This design comes from an exercise in tuning for small area, a short achievable clock period and few clock cycles per item on the open sky130 flow, not from production work. The RTL was checked by simulation tests, not by an equivalence proof against the original design.

## flow/design.v (module list and top-level ports; edited modules follow where they fit)
// module des: 143 lines
// module des_f: 27 lines
// module des_sb1: 455 lines
// module des_sb2: 485 lines
// module des_sb3: 385 lines
// module des_sb4: 300 lines
// module des_sb5: 495 lines
// module des_sb6: 445 lines
// module des_sb7: 445 lines
// module des_sb8: 440 lines
module des(ck,rst,keyin,k,datin,p,e,f,ev,rdy);
  // ...
==> flow/flow/run.sh <==
#!/bin/bash
# Own flow: the standard layout (standard.sh), with two changes:
#  - synthesis maps combinational logic for area with ABC "strash; dch; map -a"
#    (flow/abc_own.script) and skips half-adder extraction; registers come out of the
#    standard synthesis steps unchanged;
#  - extra ORFS make variables from flow/make_args.txt (one NAME=value per line), for
#    example the cell used to buffer the ports.
set -euo pipefail
W=$PWD
rm -rf "$W/scripts_own"
cp -r "$FLOW_HOME/scripts" "$W/scripts_own"
cp "$W/flow/abc_own.script" "$W/scripts_own/abc_area.script"
ARGS=()
if [[ -f "$W/flow/make_args.txt" ]]; then
  while IFS= read -r line; do
    [[ -z "$line" || "$line" == \#* ]] && continue
    ARGS+=("$line")
  done < "$W/flow/make_args.txt"
fi
bash standard.sh synth SCRIPTS_DIR="$W/scripts_own" ABC_AREA=1 ADDER_MAP_FILE= "${ARGS[@]}" > "$W/own_synth.log" 2>&1
bash standard.sh finish "${ARGS[@]}" > "$W/own_layout.log" 2>&1
==> flow/flow/abc_own.script <==
strash
dch
map -a
topo
==> flow/flow/make_args.txt <==
BUFFER_PORTS_ARGS=-buffer_cell sky130_fd_sc_hd__buf_2
SETUP_SLACK_MARGIN=48
SYNTH_ARGS=-noabc
==> flow/standard.sh <==
#!/bin/bash
# synth_recipe.tcl (not shown) runs the flow's synth.tcl, then flattens the netlist and writes it again
# the make line also repeats each setting of config.mk as NAME=value (left out here)
make -C /OpenROAD-flow-scripts/flow DESIGN_CONFIG=/design/flow/config.mk WORK_HOME=/design/flow/orfs CLKGATE_MAP_FILE= SYNTH_SCRIPT=/design/flow/synth_recipe.tcl "${@:-finish}"
==> flow/config.mk <==
export PLATFORM = sky130hd
export DESIGN_NAME = des
export DESIGN_NICKNAME = des
export VERILOG_FILES = /design/flow/design.v
export SDC_FILE = /design/flow/constraint.sdc
export NUM_CORES = 8
export LEC_CHECK = 0
export ABC_AREA = 1
export CAP_MARGIN = 20
export CORE_MARGIN = 2
export CORE_UTILIZATION = 60
export CTS_CLUSTER_DIAMETER = 100
export CTS_CLUSTER_SIZE = 24
export SLEW_MARGIN = 20
export SYNTH_HIERARCHICAL = 1
==> flow/constraint.sdc <==
create_clock -name core_clock -period 60.0 [get_ports {ck}]
set_input_delay 12.0000 -clock core_clock [delete_from_list [all_inputs] [get_ports {ck}]]
set_output_delay 12.0000 -clock core_clock [all_outputs]
set_load 0.01 [all_outputs]
==> impl_metrics.ini, run 1 <==
[outcome]
status = no timing/DRC/antenna violations

[floorplan]
row_count = 116
start_util = 0.605
die_x_um = 322

[route]
routed_wl_um = 318000
wl_met3_um = 56400
viasPerCell = 6.97
wl_met1_um = 95000

[finish]
final_cell_mix = nand2_1 (2,048), nor2_1 (1,776), clkinv_1 (1,028)
layout-drive-gt1-share = 0.0975

[worst_setup_path]
timing.rr.start = ne[1]$_DFFE_PP_
path_buf_inv = 1
ff2ff_path_depth = 53
cp_top_family = flip-flops
cp_max_fo = 1

[job]
drv_cap = 0

[synth]
ys.flop_type = dfxtp_1
synth_cell_types = 36
synthArstFlopShare = 0
synth_most_common_cell = nand2_1
synth_largest_area_cell = xor2_1

[clock_tree]
clk_pin_slew_ns = 0.10
clock-sinks = 437
htreeDepth = 2

[global_routing]
antenna_found_initial = 24
use_met2 = 0.784

[sta]
maxSlewHeadroom = 0.152
finalHoldViolCount = 0
final.setup.tns_ns = 0
fin_skew_ns = 0.0578
min_period_over_period = 0.219

[hold_path]
hold_path_depth = 2

[placement]
postPlaceCellArea_um2 = 64800
Testbench counts, summed over its fixed seeds: cycles 4,256, items 4,096.
==> run 2, diff against run 1 <==
==> flow/flow/make_args.txt (replaced) <==
BUFFER_PORTS_ARGS=-buffer_cell sky130_fd_sc_hd__buf_2
SETUP_SLACK_MARGIN=47
SYNTH_ARGS=-noabc
--- a/flow/config.mk
+++ b/flow/config.mk
@@ -8,7 +8,7 @@
 export ABC_AREA = 1
 export CAP_MARGIN = 20
 export CORE_MARGIN = 2
-export CORE_UTILIZATION = 60
+export CORE_UTILIZATION = 65
 export CTS_CLUSTER_DIAMETER = 100
 export CTS_CLUSTER_SIZE = 24
 export SLEW_MARGIN = 20
==> impl_metrics.ini, run 2 <==
[outcome]
status = no timing/DRC/antenna violations

[sta]
fin_crit_ns = 13.17
finalHoldViolCount = 0
setup_viol = 0
min_period_over_period = 0.220
drv_slew = 0
fin_ws_ns = 46.83
max_clock_freq_mhz = 75.9
tightestPinTransition_ns = 1.45
final.setup.tns_ns = 0
fin_skew_ns = 0.0400
rsz0062_at_grt = true
maxSlewHeadroom = 0.0237

[synth]
synth_edf_count = 112
synthArstFlopShare = 0
synth-seq-cells = 437
synth_most_common_cell = nand2_1
ys_seq_area_frac = 0.163
syn_nets = 10400
yosys_warnings = 7
synth_top_area_share = 0.162
synthTopCellsByCount = nand2_1 (2,160), nor2_1 (1,796), xor2_1 (1,120)
ys.flop_type = dfxtp_1
syn_area_um2 = 60600
syn_area_per_cell_um2 = 5.91
synthCells = 10300
synth_area_leaders = xor2_1 (16%), nand2_1 (13%), nor2_1 (11%)
synth_largest_area_cell = xor2_1
synth_cell_types = 36

[job]
drv_cap = 0

[placement]
io_buffers = 189
postPlaceCellArea_um2 = 64200
gp_congestion = 1.21
dp_slack_ns = 45.80
dp_hpwl_um = 208000

[worst_setup_path]
timing.rr.start = nd[14]$_DFFE_PP_
worstSetupStartpointType = register
cp_max_fo = 1
max_stage_delay_ns = 0.35
cp_slowest_cell = dfxtp_1
worstSetupEndpointType = output port
crit_required_ns = 48.00
cp.arrival_ns = 1.17
ff2ff_path_depth = 52
startpoint = e[22]$_DFF_P_
critPathKind = register to output port
path_cells = buf_2
r2r-end = x2[55]$_DFF_P_
path_buf_inv = 1
cp_top_family = flip-flops
r2r_slack_ns = 47.29

[hold_path]
hold_path_class = register to register
hold_path_depth = 2
holdPathEnd = ev$_DFF_P_
hold_start = v3$_DFF_P_

[clock_tree]
cts_tree = done
cts_root_buffer = clkbuf_16
clock_path_buffers = 3
clock-sinks = 437
cts_buffers = 37
clock_latency_ns = 0.71
clk_pin_slew_ns = 0.10
cts-resized-gates = 27
ctsHoldBuffers = 0
cts_setup_buffers = 0
htreeDepth = 2

[floorplan]
die_area_um2 = 95700
coreArea_um2 = 92900
die_h_um = 309
ios = 199
die_x_um = 309
start_util = 0.652
row_count = 112

[global_routing]
grt_pass1_vias = 72600
globalRouteOverflowTotal = 0
grt_max_degree = 68
antenna_found_initial = 17
grt_usage = 0.601
grt_pass1_wl_um = 437000

[route]
first_iter_violations = 16600
ant_nets = 0
routed_wl_um = 295000
firstDrtPassIters = 17
vias = 82800
viasPerCell = 6.92
drc_errors = 0
avgRoutedWirePerCell_um = 24.7

[finish]
utilization = 0.714
area_growth_pct = 9.41
final_common_cell = nand2_1
nets = 10800
final_cell_mix = nand2_1 (2,160), nor2_1 (1,796), xor2_1 (1,101)
layout-drive-gt1-share = 0.0523
final_area_um2 = 66300

[pwr]
run 2: cell counts after synthesis:
Identical to the previous run, type by type.
run 2: final cells by class:
type	count	area (um2)
Timing Repair Buffer	335	2230
Clock buffer	42	987
Sequential cell	437	9900
Tap cell	1254	1570
Inverter	1029	3870
Antenna cell	39	97.6
Fill cell	8150	26600
Multi-Input combinational cell	8790	47200
Clock inverter	26	427
run 2: worst max path at each step:
stage                        to  cells past startpoint
6_report                  e[22]                      1
5_1_grt          x3[55]$_DFF_P_                     54
4_1_cts                    e[6]                      1
3_5_place_dp   nd[47]$_DFFE_PP_                      4
3_3_place_gp   nd[49]$_DFFE_PP_                      4
2_1_floorplan  nd[10]$_DFFE_PP_                      2
run 2: Yosys stat by module (local to each module, per instance):
| module | flip-flops and latches | cells inside | times used |
|---|---|---|---|
| des_sb7 | 0 | 60 | 16 |
| des_sb1 | 0 | 64 | 16 |
| des_sb5 | 0 | 69 | 16 |
| des | 437 | 561 | 1 |
| des_sb4 | 0 | 44 | 16 |
| des_sb6 | 0 | 62 | 16 |
| des_sb8 | 0 | 62 | 16 |
| des_sb2 | 0 | 61 | 16 |
| des_f | 0 | 128 | 16 |
| des_sb3 | 0 | 56 | 16 |
run 2: cell families after synthesis:
kind of cell / synth area share
XOR/XNOR: 0.201
other: 0.0000619
AND/OR/NAND/NOR: 0.292
flip-flops: 0.163
buffers and inverters: 0.0638
AO/OA/AOI/OAI: 0.280
run 2: layer usage:
layer,share of wire,track usage,up-vias
li1,-,-,35900
met1,0.30,0.628,35700
met2,0.37,0.810,8169
met3,0.18,0.356,2946
met4,0.14,0.606,14
met5,0.0012,0.0354,-
run 2: through the flow:
step / cells / hold WS (ns)
after floorplan: 10300 / 0.383
after global placement: 11800 / 0.391
after detailed placement: 11800 / 0.397
after CTS: 11900 / 0.412
after global routing: 11900 / 0.424
final: 12000 / 0.407
==> run 3, diff against run 2 <==
--- a/flow/config.mk
+++ b/flow/config.mk
@@ -8,7 +8,7 @@
 export ABC_AREA = 1
 export CAP_MARGIN = 20
 export CORE_MARGIN = 2
-export CORE_UTILIZATION = 65
+export CORE_UTILIZATION = 60
 export CTS_CLUSTER_DIAMETER = 100
 export CTS_CLUSTER_SIZE = 24
 export SLEW_MARGIN = 20
==> impl_metrics.ini, run 3 <==
[finish]
nets = 10800
area_growth_pct = 9.08
final_cells = 12000
nFillCells = 9224
utilization = 0.660
final_common_cell = nand2_1
final_cell_mix = nand2_1 (2,160), nor2_1 (1,796), xor2_1 (1,099)
layout-drive-gt1-share = 0.0515

[floorplan]
die_h_um = 322
die_x_um = 322
coreArea_um2 = 100000
ios = 199
start_util = 0.605
row_count = 116
die_area_um2 = 104000

[synth]
yosys_warnings = 7
synthTopCellsByCount = nand2_1 (2,160), nor2_1 (1,796), xor2_1 (1,120)
synth_area_leaders = xor2_1 (16%), nand2_1 (13%), nor2_1 (11%)
synth_edf_count = 112
synth-seq-cells = 437
synthArstFlopShare = 0
syn_area_um2 = 60600
synth_cell_types = 36
syn_nets = 10400
syn_area_per_cell_um2 = 5.91
synthCells = 10300
synth_most_common_cell = nand2_1
ys_seq_area_frac = 0.163
synth_largest_area_cell = xor2_1
ys.flop_type = dfxtp_1
synth_top_area_share = 0.162

[sta]
min_period_over_period = 0.219
setup_viol = 0
rsz0062_at_grt = true
hold_slack_ns = 0.406
finalHoldViolCount = 0
fin_crit_ns = 13.15
tightestPinTransition_ns = 1.35
max_clock_freq_mhz = 76.1
drv_slew = 0
final.setup.tns_ns = 0
fin_skew_ns = 0.0481
maxSlewHeadroom = 0.0992

[hold_path]
hold_path_class = register to register

[outcome]
status = no timing/DRC/antenna violations

[global_routing]
grt_pass1_wl_um = 436000
grt_pass1_vias = 71800
grt_max_degree = 59
globalRouteOverflowTotal = 0
grt_usage = 0.556
antenna_found_initial = 14

[worst_setup_path]
cp_max_fo = 1
critPathKind = register to output port
path_buf_inv = 1
max_stage_delay_ns = 0.34
cp_slowest_cell = dfxtp_2
worstSetupEndpointType = output port
crit_required_ns = 48.00
cp.arrival_ns = 1.15
cp_top_family = flip-flops
worstSetupStartpointType = register
path_cells = buf_6

[clock_tree]
clock_path_buffers = 3
htreeDepth = 2
cts_buffers = 35
clock-sinks = 437
clock_latency_ns = 0.71
cts_tree = done
cts_root_buffer = clkbuf_16
ctsHoldBuffers = 0
clk_pin_slew_ns = 0.10

[job]
drv_cap = 0

[placement]
dp_hpwl_um = 215000
dp_cells = 11900
gp_congestion = 1.17
io_buffers = 189

[route]
avgRoutedWirePerCell_um = 25.0
firstDrtPassIters = 17
ant_nets = 0
vias = 81700
viasPerCell = 6.82
drc_errors = 0
routed_wl_um = 300000
first_iter_violations = 13900
[run 3: cells by family (layout without fill, tap and decap cells)]
logic type,count (synthesis),in the layout,synth area share
simple gates,4501,4501,0.292
compound gates,2896,2896,0.280
xor+xnor,1392,1392,0.201
buf+inv,1030,1426,0.0638
flops,437,437,0.163
other cells,1,20,0.0000619
[run 3: area by class of cell]
| cell class | count | area, um2 | area share |
|---|---|---|---|
| well taps | 1298 | 1620 | 0.0246 |
| flip-flops and latches | 437 | 9900 | 0.150 |
| diodes | 19 | 47.5 | 0.000719 |
| clock buffers | 40 | 895 | 0.0135 |
| multi-input cells | 8790 | 47200 | 0.715 |
| inverters | 1029 | 3870 | 0.0586 |
| clock inverters | 24 | 309 | 0.00467 |
| repair buffers | 333 | 2220 | 0.0335 |
[run 3: worst reg2reg max path, delay by kind of cell, from the launching register on]
| kind | cells | cell delay (ns) |
|---|---|---|
| buffers and inverters | 9 | 1.53 |
| AND/OR/NAND/NOR | 21 | 3.35 |
| XOR/XNOR | 9 | 3.71 |
| AO/OA/AOI/OAI | 17 | 3.71 |
| flip-flops | 1 | 0.35 |
[run 3: worst paths after layout]
check                                 startpoint             end  slack [ns]  cells after the start
worst max register to register  nd[53]$_DFFE_PP_  x3[45]$_DFF_P_       47.20                     56
worst min-delay path                  v3$_DFF_P_      ev$_DFF_P_        0.41                      2
worst min register to register        v3$_DFF_P_      ev$_DFF_P_        0.41                      2
worst max-delay path               e[55]$_DFF_P_           e[55]       46.85                      1
[run 3: per-module statistics from Yosys, one instance, submodules excluded]
module | times used | flip-flops and latches | area, um2
des_sb1 | 16 | 0 | 308
des_sb5 | 16 | 0 | 328
des_f | 16 | 0 | 881
des_sb4 | 16 | 0 | 204
des | 1 | 437 | 10300
des_sb6 | 16 | 0 | 290
des_sb7 | 16 | 0 | 287
des_sb3 | 16 | 0 | 260
des_sb2 | 16 | 0 | 297
des_sb8 | 16 | 0 | 288
[run 3: what timing repair did]
action                                  in CTS  in global routing
cloned                                       0                  0
resized for setup                           29                 66
endpoints found under the setup margin     177                122
pin swaps                                    0                  1
buffers inserted                             0                  1
[run 3: stage by stage]
step                      cell area [um2]  setup slack (ns)
after detailed placement            64200             45.77
after floorplan                     60600             47.32
final                               66100             46.85
after global routing                66100             46.77
after global placement              64200             45.85
after CTS                           65600             46.88
[run 3: per-layer routing]
metal  global-route usage  vias up  share of wire
li1                     -    35900              -
met1                0.604    35600           0.31
met2                0.777     7758           0.38
met3                0.251     2422           0.17
met4                0.570       14           0.14
met5               0.0132        -        0.00057
==> run 4, diff against run 3 <==
--- a/flow/config.mk
+++ b/flow/config.mk
@@ -9,7 +9,8 @@
 export CAP_MARGIN = 20
 export CORE_MARGIN = 2
 export CORE_UTILIZATION = 60
-export CTS_CLUSTER_DIAMETER = 100
-export CTS_CLUSTER_SIZE = 24
+export CTS_BUF_LIST = sky130_fd_sc_hd__clkbuf_8
+export CTS_CLUSTER_DIAMETER = 80
+export CTS_CLUSTER_SIZE = 16
 export SLEW_MARGIN = 20
 export SYNTH_HIERARCHICAL = 1
==> impl_metrics.ini, run 4 <==
[outcome]
status = no timing/DRC/antenna violations

[clock_tree]
cts_tree = done
ctsHoldBuffers = 0
clock_latency_ns = 0.86
cts_root_buffer = clkbuf_8
clock-sinks = 437
htreeDepth = 2
cts_buffers = 48
clock_path_buffers = 3
clk_pin_slew_ns = 0.10

[synth]
syn_area_um2 = 60600
syn_area_per_cell_um2 = 5.91
synth-compound-area-share = 0.280
ys_seq_area_frac = 0.163
synth-seq-cells = 437
ys.flop_type = dfxtp_1
synth_top_family_by_area = simple AND/OR/NAND/NOR gates
synth_largest_area_cell = xor2_1
yosys.area_share.adder = 0
synthCells = 10300
synth_most_common_cell = nand2_1
yosys_warnings = 7
syn_nets = 10400
synth_edf_count = 112
synth_cell_types = 36
synthArstFlopShare = 0
synth_mux_area_frac = 0
synth_top_area_share = 0.162
synthSimpleGateAreaFrac = 0.292
synth_area_leaders = xor2_1 (16%), nand2_1 (13%), nor2_1 (11%)
synthTopCellsByCount = nand2_1 (2,160), nor2_1 (1,796), xor2_1 (1,120)
synth_xor_area_frac = 0.201

[route]
firstDrtPassIters = 17
routed_wl_um = 299000
drc_errors = 0
avgRoutedWirePerCell_um = 24.9
vias = 81500
first_iter_violations = 14000
viasPerCell = 6.79
ant_nets = 0

[sta]
maxSlewHeadroom = 0.133
fin_skew_ns = 0.0717
rsz0062_at_grt = true
finalHoldViolCount = 0
max_clock_freq_mhz = 75.2
setup_viol = 0
min_period_over_period = 0.222
hold_slack_ns = 0.409
final.setup.tns_ns = 0
tightestPinTransition_ns = 1.30
fin_crit_ns = 13.30
drv_slew = 0

[hold_path]
hold_start = v3$_DFF_P_
hold_path_class = register to register
holdPathEnd = ev$_DFF_P_
hold_path_depth = 2

[worst_setup_path]
r2r-end = x2[64]$_DFF_P_
worstSetupStartpointType = register
startpoint = ev$_DFF_P_
crit_required_ns = 48.00
worstSetupEndpointType = output port
max_stage_delay_ns = 0.32
cp_max_fo = 1
critPathKind = register to output port
timing.rr.start = nd[10]$_DFFE_PP_
cp_slowest_cell = dfxtp_1
path_buf_inv = 1
ff2ff_path_depth = 53
r2r_slack_ns = 47.33
cp_top_family = flip-flops
path_cells = buf_2
cp.arrival_ns = 1.30

[global_routing]
antenna_found_initial = 16
grt_pass1_vias = 71600
grt_max_degree = 59
grt_usage = 0.553
globalRouteOverflowTotal = 0
grt_pass1_wl_um = 434000

[finish]
layout-drive-gt1-share = 0.0533
seq_area_um2 = 9900
utilization = 0.659
final_common_cell = nand2_1
multi_input_area_um2 = 47300
nets = 10800
final_cell_mix = nand2_1 (2,160), nor2_1 (1,796), xor2_1 (1,099)
area_growth_pct = 8.92
nFillCells = 9222

[floorplan]
coreArea_um2 = 100000
die_x_um = 322
ios = 199
die_h_um = 322
die_area_um2 = 104000
row_count = 116
start_util = 0.605

[placement]
io_buffers = 189
dp_hpwl_um = 215000
gp_congestion = 1.17

[job]
drv_cap = 0
## run 4: cell counts after synthesis
Identical to the previous run, type by type.
## run 4: through the flow
| stage | instances | worst slack [ns] | instance area, um2 |
|---|---|---|---|
| 2_1_floorplan | 10300 | 47.32 | 60600 |
| 3_3_place_gp | 11900 | 45.85 | 64200 |
| 5_1_grt | 12000 | 46.69 | 66000 |
| 6_report | 12000 | 46.70 | 66000 |
| 3_5_place_dp | 11900 | 45.77 | 64200 |
| 4_1_cts | 12000 | 46.70 | 65500 |
## run 4: cells by family after synthesis
group,Yosys count
XOR/XNOR,1392
AO/OA/AOI/OAI,2896
other,1
buffers and inverters,1030
flip-flops,437
AND/OR/NAND/NOR,4501
## run 4: area by class of cell
| type | instances | area share |
|---|---|---|
| well taps | 1298 | 0.0246 |
| clock inverters | 41 | 0.00669 |
| repair buffers | 331 | 0.0330 |
| multi-input cells | 8790 | 0.716 |
| flip-flops and latches | 437 | 0.150 |
| inverters | 1029 | 0.0586 |
| diodes | 29 | 0.00110 |
| clock buffers | 49 | 0.0102 |
## run 4: worst max path at each step
stage                             to  slack (ns)  depth (start not counted)
floorplan           nd[10]$_DFFE_PP_       47.32                          2
detailed placement  nd[39]$_DFFE_PP_       45.77                          4
global placement    nd[46]$_DFFE_PP_       45.85                          4
CTS                               ev       46.70                          1
global route                      ev       46.69                          1
finish                            ev       46.70                          1
## run 4: Yosys stat by module (local to each module, per instance)
module,flip-flops and latches,times used,cells
des,437,1,561
des_f,0,16,128
des_sb5,0,16,69
des_sb1,0,16,64
des_sb2,0,16,61
des_sb6,0,16,62
des_sb8,0,16,62
des_sb7,0,16,60
des_sb3,0,16,56
des_sb4,0,16,44
## run 4: layer usage
layer | vias to the layer above | track usage | share of wire
met2 | 7556 | 0.772 | 0.38
met4 | 10 | 0.577 | 0.14
met5 | - | 0.00284 | 0.00052
met1 | 35700 | 0.601 | 0.31
met3 | 2348 | 0.246 | 0.17
li1 | 35900 | - | -
## run 4: repair_timing
item,4_1_cts,5_1_grt
endpoints found under the setup margin,121,199
setup buffers,0,0
cloned,0,0
resized for setup,27,68
==> run 5, diff against run 4 <==
--- a/flow/config.mk
+++ b/flow/config.mk
@@ -9,8 +9,7 @@
 export CAP_MARGIN = 20
 export CORE_MARGIN = 2
 export CORE_UTILIZATION = 60
-export CTS_BUF_LIST = sky130_fd_sc_hd__clkbuf_8
-export CTS_CLUSTER_DIAMETER = 80
-export CTS_CLUSTER_SIZE = 16
+export CTS_CLUSTER_DIAMETER = 120
+export CTS_CLUSTER_SIZE = 32
 export SLEW_MARGIN = 20
 export SYNTH_HIERARCHICAL = 1
==> impl_metrics.ini, run 5 <==
[route]
wl_met1_um = 92100
ant_nets = 0
wl_met2_um = 114000
drc_errors = 0
routed_wl_um = 300000
viasPerCell = 6.80
vias = 81300
avgRoutedWirePerCell_um = 25.1
first_iter_violations = 13900
firstDrtPassIters = 17
dr.max_layer_used = met5
wl_met3_um = 51900

[synth]
yosys.area_share.adder = 0
ys_seq_area_frac = 0.163
synth_xor_area_frac = 0.201
synthSimpleGateAreaFrac = 0.292
synth_cell_types = 36
synth_mux_area_frac = 0
synth-compound-area-share = 0.280
synthCells = 10300
ys.flop_type = dfxtp_1
synthTopCellsByCount = nand2_1 (2,160), nor2_1 (1,796), xor2_1 (1,120)
synth-seq-cells = 437
syn_area_per_cell_um2 = 5.91
syn_nets = 10400
syn_area_um2 = 60600
synthArstFlopShare = 0
synth_most_common_cell = nand2_1
synth_area_leaders = xor2_1 (16%), nand2_1 (13%), nor2_1 (11%)
synth_top_area_share = 0.162
synth_top_family_by_area = simple AND/OR/NAND/NOR gates
synth_edf_count = 112
synth_largest_area_cell = xor2_1
yosys_warnings = 7

[floorplan]
start_util = 0.605
die_area_um2 = 104000
row_count = 116
die_h_um = 322
die_x_um = 322
ios = 199
coreArea_um2 = 100000

[finish]
final_cell_mix = nand2_1 (2,160), nor2_1 (1,796), xor2_1 (1,094)
nets = 10800
final_common_cell = nand2_1
layout-drive-gt1-share = 0.0521
utilization = 0.662
area_growth_pct = 9.39
nFillCells = 9185

[worst_setup_path]
critPathKind = register to output port
path_cells = buf_2
path_buf_inv = 1
path_depth = 1
ff2ff_path_depth = 53
cp_top_family = flip-flops
cp_max_fo = 1
crit_required_ns = 48.00
worstSetupEndpointType = output port
worstSetupStartpointType = register
cp_slowest_cell = dfxtp_1
max_stage_delay_ns = 0.32
cp.arrival_ns = 1.15

[sta]
hold_slack_ns = 0.408
fin_crit_ns = 13.15
setup_viol = 0
maxSlewHeadroom = 0.0814
rsz0062_at_grt = true
max_clock_freq_mhz = 76.0
min_period_over_period = 0.219
tightestPinTransition_ns = 1.37
fin_skew_ns = 0.0643
fin_ws_ns = 46.85
finalHoldViolCount = 0
final.setup.tns_ns = 0
drv_slew = 0

[clock_tree]
clock-sinks = 437
cts_root_buffer = clkbuf_16
cts_buffers = 34
htreeDepth = 2
clock_latency_ns = 0.72
clock_path_buffers = 3
cts_tree = done
clk_pin_slew_ns = 0.11

[placement]
dp_slack_ns = 45.77
io_buffers = 189
dp_hpwl_um = 215000
gp_congestion = 1.17

[global_routing]
grt_usage = 0.557
globalRouteOverflowTotal = 0
antenna_found_initial = 16
grt_max_degree = 59
grt_pass1_wl_um = 437000
grt_pass1_vias = 71800

[outcome]
status = no timing/DRC/antenna violations

[hold_path]
hold_path_depth = 2
hold_path_class = register to register

[job]
drv_cap = 0
==> run 5: layout make-up <==
cell class,instances,area [um2],share of cell area
multi-input cells,8790,47300,0.714
clock inverters,24,420,0.00634
inverters,1029,3870,0.0584
repair buffers,335,2220,0.0335
flip-flops and latches,437,9900,0.149
well taps,1298,1620,0.0245
clock buffers,38,930,0.0140
diodes,7,17.5,0.000264
==> run 5: timing repair <==
| item | CTS | global route |
|---|---|---|
| buffers inserted | 0 | 2 |
| endpoints found under the setup margin | 177 | 146 |
| gates resized for setup | 29 | 67 |
| pin swaps | 0 | 1 |
| hold buffers | 0 | 0 |
==> run 5: path summary, 6_finish.rpt <==
path                         end             from  slack (ns)
hold / removal        ev$_DFF_P_       v3$_DFF_P_        0.41
setup / recovery              ev       ev$_DFF_P_       46.85
hold reg to reg       ev$_DFF_P_       v3$_DFF_P_        0.41
setup reg to reg  x3[64]$_DFF_P_  ne[4]$_DFFE_PP_       47.28
==> run 5: kinds of logic after synthesis <==
logic type | Yosys count
AO/OA/AOI/OAI | 2896
XOR/XNOR | 1392
buffers and inverters | 1030
flip-flops | 437
other | 1
AND/OR/NAND/NOR | 4501
==> run 5: metrics by stage <==
stage,area (um2),cells
global placement,64200,11900
CTS,65700,11900
finish,66300,12000
detailed placement,64200,11900
global route,66300,12000
floorplan,60600,10300
==> run 5: routing by layer <==
metal  GRT usage  vias up
met1       0.602    35500
li1            -    35800
met2       0.778     7580
met5     0.00189        -
met3       0.258     2458
met4       0.577       22
==> run 5: Yosys stat by module, one instance, submodules excluded <==
module | cell area, um2 | cells
des_sb1 | 308 | 64
des_sb7 | 287 | 60
des | 10300 | 561
des_sb6 | 290 | 62
des_sb4 | 204 | 44
des_sb5 | 328 | 69
des_sb2 | 297 | 61
des_f | 881 | 128
des_sb3 | 260 | 56
des_sb8 | 288 | 62

## re-timing with driven ports
How much do the figures lean on ideal ports? The routed layouts below were timed once more, with nothing changed but the port constraints. Step 1: set_driving_cell puts a clkbuf_16 on ck and a buf_2 on each other input, an assumption about the parent block. Step 2 adds t to the input delays and takes it off the output delays; t is the mean of the earliest and latest rising clock arrival at the registers after step 1. Input paths then give back, and output paths get back, about the clock's delay inside the block. Three values: ideal ports, drivers, drivers and shift; two values: the first two.
run | shift t [ns] | slack for setup (ns) | worst setup path at the end | slew at the worst register clock pin (ns) | worst slew at a driven data input, ns
run 1 | 0.764 | 46.841 / 46.760 / 46.918 | input to register | 0.12 / 0.12 | 0.31
run 2 | 0.768 | 46.827 / 46.746 / 46.396 | input to register | 0.10 / 0.10 | 0.05
run 3 | 0.773 | 46.851 / 46.766 / 46.476 | input to register | 0.10 / 0.10 | 0.04
run 4 | 0.909 | 46.704 / 46.623 / 46.353 | input to register | 0.11 / 0.11 | 0.04
run 5 | 0.766 | 46.849 / 46.767 / 46.347 | input to register | 0.12 / 0.12 | 0.04
After both steps setup and hold are still met in every run listed. The setup slack of run 5, which loses most, moves by -0.082 ns with the drivers and by -0.502 ns with both steps.
